Source: an optimization exercise on an open RTL-to-GDS flow (aim: small area, a short achievable clock period and few clock cycles). Production flows keep margins and buffers that such runs may drop. Function was checked by simulation only, so behaviour that the tests miss may differ from the original.

==> trial 25 <==
// tinyqv_top
module tinyqv_top (
    input         clk,
    input         rst_n,
    output [27:0] data_addr,
    output  [1:0] data_write_n,
    output  [1:0] data_read_n,
    output [31:0] data_out,
    input         data_ready,
    input  [31:0] data_in,
    input   [3:0] spi_data_in,
    output  [3:0] spi_data_out,
    output  [3:0] spi_data_oe,
    output        spi_clk_out,
    output        spi_flash_select,
    output        spi_ram_a_select,
    output        spi_ram_b_select
);
Settings: LEC_CHECK=0, CAP_MARGIN=20, CORE_MARGIN=2, CORE_UTILIZATION=40, SLEW_MARGIN=20; clock period 15.0 ns.
run.sh (not shown) runs the stock make flow with config.mk's settings and CLKGATE_MAP_FILE= SYNTH_SCRIPT=/design/flow/synth_recipe.tcl, a recipe that flattens the netlist after the stock synthesis.
==> build 6: changes against trial 25 <==
--- a/flow/design.v
+++ b/flow/design.v
@@ -371,49 +371,49 @@
     );
     wire accept;                         
     wire [23:1] target_de = pc_d + imm_de[23:1];
     wire predict_de = is_jal_de || (is_branch_de && imm_de[31]);
     wire redirect;                       
     wire [23:1] redirect_target;
     wire [23:1] pc_next  = pc_d + {21'd0, instr_len_de};
-    wire [23:1] pc_next2 = pc_next + 23'd1;
-    wire [23:1] pc_d2    = pc_d + 23'd1;
-    wire [CB-1:2] idx_e_d = pc_d[CB-1:2] + {{(CB-3){1'b0}}, pc_d[1]};
-    wire [CB-1:2] idx_e_n = pc_next[CB-1:2] + {{(CB-3){1'b0}}, pc_next[1]};
-    wire [CB-1:2] idx_e = ibuf_valid ? idx_e_n : idx_e_d;
-    wire [CB-1:2] idx_o = ibuf_valid ? pc_next[CB-1:2] : pc_d[CB-1:2];
-    wire          swap  = ibuf_valid ? pc_next[1] : pc_d[1];
+    wire [CB-1:1] h_d   = pc_d[CB-1:1];
+    wire [14:CB]  tag_d = pc_d[14:CB];
+    wire [14:CB]  tag_d1 = tag_d + 1'b1;
+    wire [1:0]    step  = ibuf_valid ? instr_len_de : 2'd0;
+    wire [CB-1:0] hf0   = {1'b0, h_d} + {{(CB-2){1'b0}}, step};
+    wire [CB-1:0] hf1   = {1'b0, h_d} + {{(CB-2){1'b0}}, step} + 1'b1;
+    wire [14:CB]  tag_f0 = hf0[CB-1] ? tag_d1 : tag_d;
+    wire [14:CB]  tag_f1 = hf1[CB-1] ? tag_d1 : tag_d;
+    wire [CB-1:2] idx_o = hf0[CB-2:1];
+    wire [CB-1:2] idx_e = hf1[CB-2:1];
+    wire          swap  = hf0[0];
     wire [15:0] hw_e = cache_e[idx_e];
     wire [15:0] hw_o = cache_o[idx_o];
     wire [31:0] instr_f = swap ? {hw_e, hw_o} : {hw_o, hw_e};
-    wire hit0_d = cache_v[pc_d[CB-1:1]]     && cache_tag[pc_d[CB-1:LB]]     == pc_d[14:CB];
-    wire hit1_d = cache_v[pc_d2[CB-1:1]]    && cache_tag[pc_d2[CB-1:LB]]    == pc_d2[14:CB];
-    wire hit0_n = cache_v[pc_next[CB-1:1]]  && cache_tag[pc_next[CB-1:LB]]  == pc_next[14:CB];
-    wire hit1_n = cache_v[pc_next2[CB-1:1]] && cache_tag[pc_next2[CB-1:LB]] == pc_next2[14:CB];
-    wire hit0 = ibuf_valid ? hit0_n : hit0_d;
-    wire hit1 = ibuf_valid ? hit1_n : hit1_d;
+    wire hit0 = cache_v[hf0[CB-2:0]] && cache_tag[hf0[CB-2:LB-1]] == tag_f0;
+    wire hit1 = cache_v[hf1[CB-2:0]] && cache_tag[hf1[CB-2:LB-1]] == tag_f1;
+    wire [CB-1:0] hd1    = {1'b0, h_d} + 1'b1;
+    wire [14:CB]  tag_dd1 = hd1[CB-1] ? tag_d1 : tag_d;
+    wire hit0_d = cache_v[h_d] && cache_tag[h_d[CB-1:LB]] == tag_d;
+    wire hit1_d = cache_v[hd1[CB-2:0]] && cache_tag[hd1[CB-2:LB-1]] == tag_dd1;
+    wire [23:1] pc_d2 = pc_d + 23'd1;
     wire valid_f = hit0 && (instr_f[1:0] != 2'b11 || hit1);
     always @(posedge clk) begin
         if (!rstn) begin
             pc_d <= 23'd0;
             ibuf_valid <= 1'b0;
-        end else if (redirect) begin
-            pc_d <= redirect_target;
-            ibuf_valid <= 1'b0;
-        end else if (accept && predict_de) begin
-            pc_d <= target_de;
-            ibuf_valid <= 1'b0;
         end else begin
-            if (accept) pc_d <= pc_next;
-            if (accept || !ibuf_valid) begin
-                ibuf <= instr_f;
-                ibuf_valid <= valid_f;
-            end
+            if (redirect)    pc_d <= redirect_target;
+            else if (accept) pc_d <= predict_de ? target_de : pc_next;
+            if (redirect || (accept && predict_de)) ibuf_valid <= 1'b0;
+            else if (accept || !ibuf_valid)         ibuf_valid <= valid_f;
         end
     end
+    always @(posedge clk)
+        if (accept || !ibuf_valid) ibuf <= instr_f;
     localparam F_IDLE = 2'd0;    
     localparam F_REQ  = 2'd1;    
     localparam F_RUN  = 2'd2;    
     reg [1:0]  fstate;
     reg [23:1] stream_addr;
     wire [15:0] hw_d = pc_d[1] ? cache_o[pc_d[CB-1:2]] : cache_e[pc_d[CB-1:2]];
     wire fetch_miss = !ibuf_valid && !(hit0_d && (hw_d[1:0] != 2'b11 || hit1_d));
==> flow/config.mk (replaced) <==
export PLATFORM = sky130hd
export DESIGN_NAME = tinyqv_top
export DESIGN_NICKNAME = tinyqv_top
export VERILOG_FILES = /design/flow/design.v
export SDC_FILE = /design/flow/constraint.sdc
export NUM_CORES = 4
export LEC_CHECK = 0
export ABC_AREA = 1
export CAP_MARGIN = 20
export CORE_MARGIN = 2
export CORE_UTILIZATION = 40
export CTS_CLUSTER_DIAMETER = 60
export CTS_CLUSTER_SIZE = 25
export SLEW_MARGIN = 20
==> trial 42: changes against trial 25 <==
--- a/flow/design.v
+++ b/flow/design.v
@@ -366,62 +366,73 @@
         .rs1(rs1_de),
         .rs2(rs2_de),
         .rd(rd_de),
         .additional_mem_ops(additional_mem_ops_de),
         .mem_op_increment_reg(mem_op_increment_reg_de)
     );
     wire accept;                         
-    wire [23:1] target_de = pc_d + imm_de[23:1];
-    wire predict_de = is_jal_de || (is_branch_de && imm_de[31]);
+    wire [23:1] offset_de = (ibuf[1:0] == 2'b11) ?
+        (ibuf[3] ? {{4{ibuf[31]}}, ibuf[19:12], ibuf[20], ibuf[30:21]} :                       
+                   {{12{ibuf[31]}}, ibuf[7], ibuf[30:25], ibuf[11:8]}) :                       
+        (ibuf[14] ? {{16{ibuf[12]}}, ibuf[6:5], ibuf[2], ibuf[11:10], ibuf[4:3]} :             
+                    {{13{ibuf[12]}}, ibuf[8], ibuf[10:9], ibuf[6], ibuf[7], ibuf[2], ibuf[11], ibuf[5:3]});  
+    wire [23:1] target_de = pc_d + offset_de;
+    wire predict_de = is_jal_de || (is_branch_de && offset_de[23]);
     wire redirect;                       
     wire [23:1] redirect_target;
     wire [23:1] pc_next  = pc_d + {21'd0, instr_len_de};
-    wire [23:1] pc_next2 = pc_next + 23'd1;
-    wire [23:1] pc_d2    = pc_d + 23'd1;
-    wire [CB-1:2] idx_e_d = pc_d[CB-1:2] + {{(CB-3){1'b0}}, pc_d[1]};
-    wire [CB-1:2] idx_e_n = pc_next[CB-1:2] + {{(CB-3){1'b0}}, pc_next[1]};
-    wire [CB-1:2] idx_e = ibuf_valid ? idx_e_n : idx_e_d;
-    wire [CB-1:2] idx_o = ibuf_valid ? pc_next[CB-1:2] : pc_d[CB-1:2];
-    wire          swap  = ibuf_valid ? pc_next[1] : pc_d[1];
+    wire [CB-1:1] h_d   = pc_d[CB-1:1];
+    wire [14:CB]  tag_d = pc_d[14:CB];
+    wire [14:CB]  tag_d1 = tag_d + 1'b1;
+    reg  [CB-1:0] hf0;
+    wire [CB-1:0] hf1   = hf0 + 1'b1;
+    wire [14:CB]  tag_f0 = hf0[CB-1] ? tag_d1 : tag_d;
+    wire [14:CB]  tag_f1 = hf1[CB-1] ? tag_d1 : tag_d;
+    wire [CB-1:2] idx_o = hf0[CB-2:1];
+    wire [CB-1:2] idx_e = hf1[CB-2:1];
+    wire          swap  = hf0[0];
     wire [15:0] hw_e = cache_e[idx_e];
     wire [15:0] hw_o = cache_o[idx_o];
     wire [31:0] instr_f = swap ? {hw_e, hw_o} : {hw_o, hw_e};
-    wire hit0_d = cache_v[pc_d[CB-1:1]]     && cache_tag[pc_d[CB-1:LB]]     == pc_d[14:CB];
-    wire hit1_d = cache_v[pc_d2[CB-1:1]]    && cache_tag[pc_d2[CB-1:LB]]    == pc_d2[14:CB];
-    wire hit0_n = cache_v[pc_next[CB-1:1]]  && cache_tag[pc_next[CB-1:LB]]  == pc_next[14:CB];
-    wire hit1_n = cache_v[pc_next2[CB-1:1]] && cache_tag[pc_next2[CB-1:LB]] == pc_next2[14:CB];
-    wire hit0 = ibuf_valid ? hit0_n : hit0_d;
-    wire hit1 = ibuf_valid ? hit1_n : hit1_d;
+    wire hit0 = cache_v[hf0[CB-2:0]] && cache_tag[hf0[CB-2:LB-1]] == tag_f0;
+    wire hit1 = cache_v[hf1[CB-2:0]] && cache_tag[hf1[CB-2:LB-1]] == tag_f1;
+    wire [CB-1:0] hd1    = {1'b0, h_d} + 1'b1;
+    wire [14:CB]  tag_dd1 = hd1[CB-1] ? tag_d1 : tag_d;
+    wire hit0_d = cache_v[h_d] && cache_tag[h_d[CB-1:LB]] == tag_d;
+    wire hit1_d = cache_v[hd1[CB-2:0]] && cache_tag[hd1[CB-2:LB-1]] == tag_dd1;
+    wire [23:1] pc_d2 = pc_d + 23'd1;
     wire valid_f = hit0 && (instr_f[1:0] != 2'b11 || hit1);
     always @(posedge clk) begin
         if (!rstn) begin
             pc_d <= 23'd0;
             ibuf_valid <= 1'b0;
-        end else if (redirect) begin
-            pc_d <= redirect_target;
-            ibuf_valid <= 1'b0;
-        end else if (accept && predict_de) begin
-            pc_d <= target_de;
-            ibuf_valid <= 1'b0;
         end else begin
-            if (accept) pc_d <= pc_next;
-            if (accept || !ibuf_valid) begin
-                ibuf <= instr_f;
-                ibuf_valid <= valid_f;
-            end
+            if (redirect)    pc_d <= redirect_target;
+            else if (accept) pc_d <= predict_de ? target_de : pc_next;
+            if (redirect || (accept && predict_de)) ibuf_valid <= 1'b0;
+            else if (accept || !ibuf_valid)         ibuf_valid <= valid_f;
         end
     end
+    wire [CB-1:0] hf0_fill = {1'b0, hf0[CB-2:0]} + {{(CB-2){1'b0}}, valid_f ? (instr_f[1:0] == 2'b11 ? 2'd2 : 2'd1) : 2'd0};
+    always @(posedge clk) begin
+        if (!rstn)                        hf0 <= {CB{1'b0}};
+        else if (redirect)                hf0 <= {1'b0, redirect_target[CB-1:1]};
+        else if (accept && predict_de)    hf0 <= {1'b0, target_de[CB-1:1]};
+        else if (accept || !ibuf_valid)   hf0 <= hf0_fill;
+    end
+    always @(posedge clk)
+        if (accept || !ibuf_valid) ibuf <= instr_f;
     localparam F_IDLE = 2'd0;    
     localparam F_REQ  = 2'd1;    
     localparam F_RUN  = 2'd2;    
     reg [1:0]  fstate;
-    reg [23:1] stream_addr;
+    reg [14:1] stream_addr;              
     wire [15:0] hw_d = pc_d[1] ? cache_o[pc_d[CB-1:2]] : cache_e[pc_d[CB-1:2]];
     wire fetch_miss = !ibuf_valid && !(hit0_d && (hw_d[1:0] != 2'b11 || hit1_d));
-    wire [23:1] miss_addr = hit0_d ? pc_d2 : pc_d;
+    wire [14:1] miss_addr = hit0_d ? pc_d2[14:1] : pc_d[14:1];
     wire [14:1] stream_ahead = stream_addr[14:1] - pc_d[14:1];
     always @(posedge clk) begin
         if (!rstn) begin
             fstate <= F_IDLE;
         end else begin
             case (fstate)
                 F_IDLE: if (fetch_miss) begin
@@ -432,15 +443,15 @@
                 default: begin
                     if (fetch_miss && stream_addr != miss_addr) begin
                         fstate <= F_REQ;
                         stream_addr <= miss_addr;
                     end else if (instr_fetch_stopped) begin
                         fstate <= F_IDLE;
                     end else if (instr_ready) begin
-                        stream_addr <= stream_addr + 23'd1;
+                        stream_addr <= stream_addr + 14'd1;
                     end
                 end
             endcase
         end
     end
     wire cache_write = fstate == F_RUN && instr_ready;
     always @(posedge clk) begin
@@ -457,15 +468,15 @@
                 cache_tag[stream_addr[CB-1:LB]] <= stream_addr[14:CB];
                 cache_v[{stream_addr[CB-1:LB], {(LB-1){1'b0}}} +: (1 << (LB-1))] <= {{((1 << (LB-1))-1){1'b0}}, 1'b1} << stream_addr[LB-1:1];
             end else begin
                 cache_v[stream_addr[CB-1:1]] <= 1'b1;
             end
         end
     end
-    assign instr_addr = stream_addr;
+    assign instr_addr = {9'd0, stream_addr};
     assign instr_fetch_restart = fstate == F_REQ;
     assign instr_fetch_stall = fstate == F_RUN && stream_ahead >= LIM;
     reg        e_valid;
     reg is_load, is_store, is_alu, is_lui, is_branch, is_jalr, is_jal, is_mul, is_czero, e_sub;
     reg [3:0] alu_op;
     reg [2:0] mem_op;
     reg [3:0] rs2, rd;
==> flow/flow/run.sh (new file) <==
#!/bin/bash
# The standard layout (standard.sh: standard synthesis, then ORFS to
# finish at the design's clock period and constraints), with clock tree
# synthesis told not to add dummy loads for balancing, and timing repair
# aiming for 10.5 ns of setup slack.
set -e
export CTS_ARGS="-sink_clustering_enable -repair_clock_nets -sink_clustering_size 25 -sink_clustering_max_diameter 60 -dont_use_dummy_load"
export SETUP_SLACK_MARGIN=10.5
bash standard.sh > standard.log 2>&1
==> flow/standard.sh (new file) <==
#!/bin/bash
# synth_recipe.tcl (not shown) runs the flow's synth.tcl, then flattens the netlist and writes it again
# the make line also repeats each setting of config.mk as NAME=value (left out here)
make -C /OpenROAD-flow-scripts/flow DESIGN_CONFIG=/design/flow/config.mk WORK_HOME=/design/flow/orfs CLKGATE_MAP_FILE= SYNTH_SCRIPT=/design/flow/synth_recipe.tcl "${@:-finish}"
==> flow/config.mk (replaced) <==
export PLATFORM = sky130hd
export DESIGN_NAME = tinyqv_top
export DESIGN_NICKNAME = tinyqv_top
export VERILOG_FILES = /design/flow/design.v
export SDC_FILE = /design/flow/constraint.sdc
export NUM_CORES = 4
export LEC_CHECK = 0
export ABC_AREA = 1
export CAP_MARGIN = 20
export CORE_MARGIN = 2
export CORE_UTILIZATION = 40
export CTS_CLUSTER_DIAMETER = 60
export CTS_CLUSTER_SIZE = 25
export SLEW_MARGIN = 20
removed: flow/run.sh
==> results by group <==
Status
  • Run status: timing/DRC/antenna clean

Timing
  • Skew final: 0.1140 ns

Min path
  • Worst hold stages: 2

Drt
  • Met3 wire length: 47,310 µm
-- figures above: trial 42

==> results by group <==
Status
  • Run status: timing/DRC/antenna clean

GRT
  • Maximum number of pins on one net before global-route repair: approximately 100

Drt
  • Met3 wire length: 53,270 µm

Timing
  • Skew final: 0.08291 ns

Layout
  • Nonclk buf count: roughly 330

Min path
  • Worst hold stages: 2
-- figures above: build 6

==> results by group <==
Status
  • Run status: timing/DRC/antenna clean

Drt
  • Met3 wire length: about 43,000 µm

Min path
  • Worst hold stages: 1

Layout
  • Antenna diode count: 7

Timing
  • Skew final: ~0.065 ns
-- figures above: trial 25

Testbench counts of trial 25, summed over its fixed seeds: cycles 547,246.
Testbench counts of build 6, summed over its fixed seeds: cycles 547,246.
Testbench counts of trial 42, summed over its fixed seeds: cycles 547,246.

-- port drivers added, routing unchanged --
No port has a modelled driver above. Below, the same layouts with a new extraction and two added sets of constraints. Step 1 (the two cells are an assumption about what drives the block):
set clk [get_ports {clk}]
set_driving_cell -lib_cell sky130_fd_sc_hd__clkbuf_16 $clk
set_driving_cell -lib_cell sky130_fd_sc_hd__buf_2 [delete_from_list [all_inputs] $clk]
Step 2, shift: input delay + t, output delay - t, t = (earliest + latest rising clock arrival at the registers) / 2. This alone moves slack from input paths to output paths. a / b / c = ideal ports / drivers / drivers and shift; a / b = the first two.
run	t (ns)	slack for setup (ns)	slew at the worst register clock pin (ns)	worst slew at a driven data input, ns
trial 25	0.917	8.449 / 8.357 / 8.581	0.07 / 0.07	0.06
build 6	0.894	9.004 / 9.004 / 9.004	0.10 / 0.10	0.06
trial 42	0.871	10.089 / 10.002 / 9.787	0.09 / 0.09	0.08
After both steps every run listed still meets setup and hold. For trial 42, which loses most, drivers alone change the setup slack by -0.087 ns; drivers and shift together by -0.302 ns.
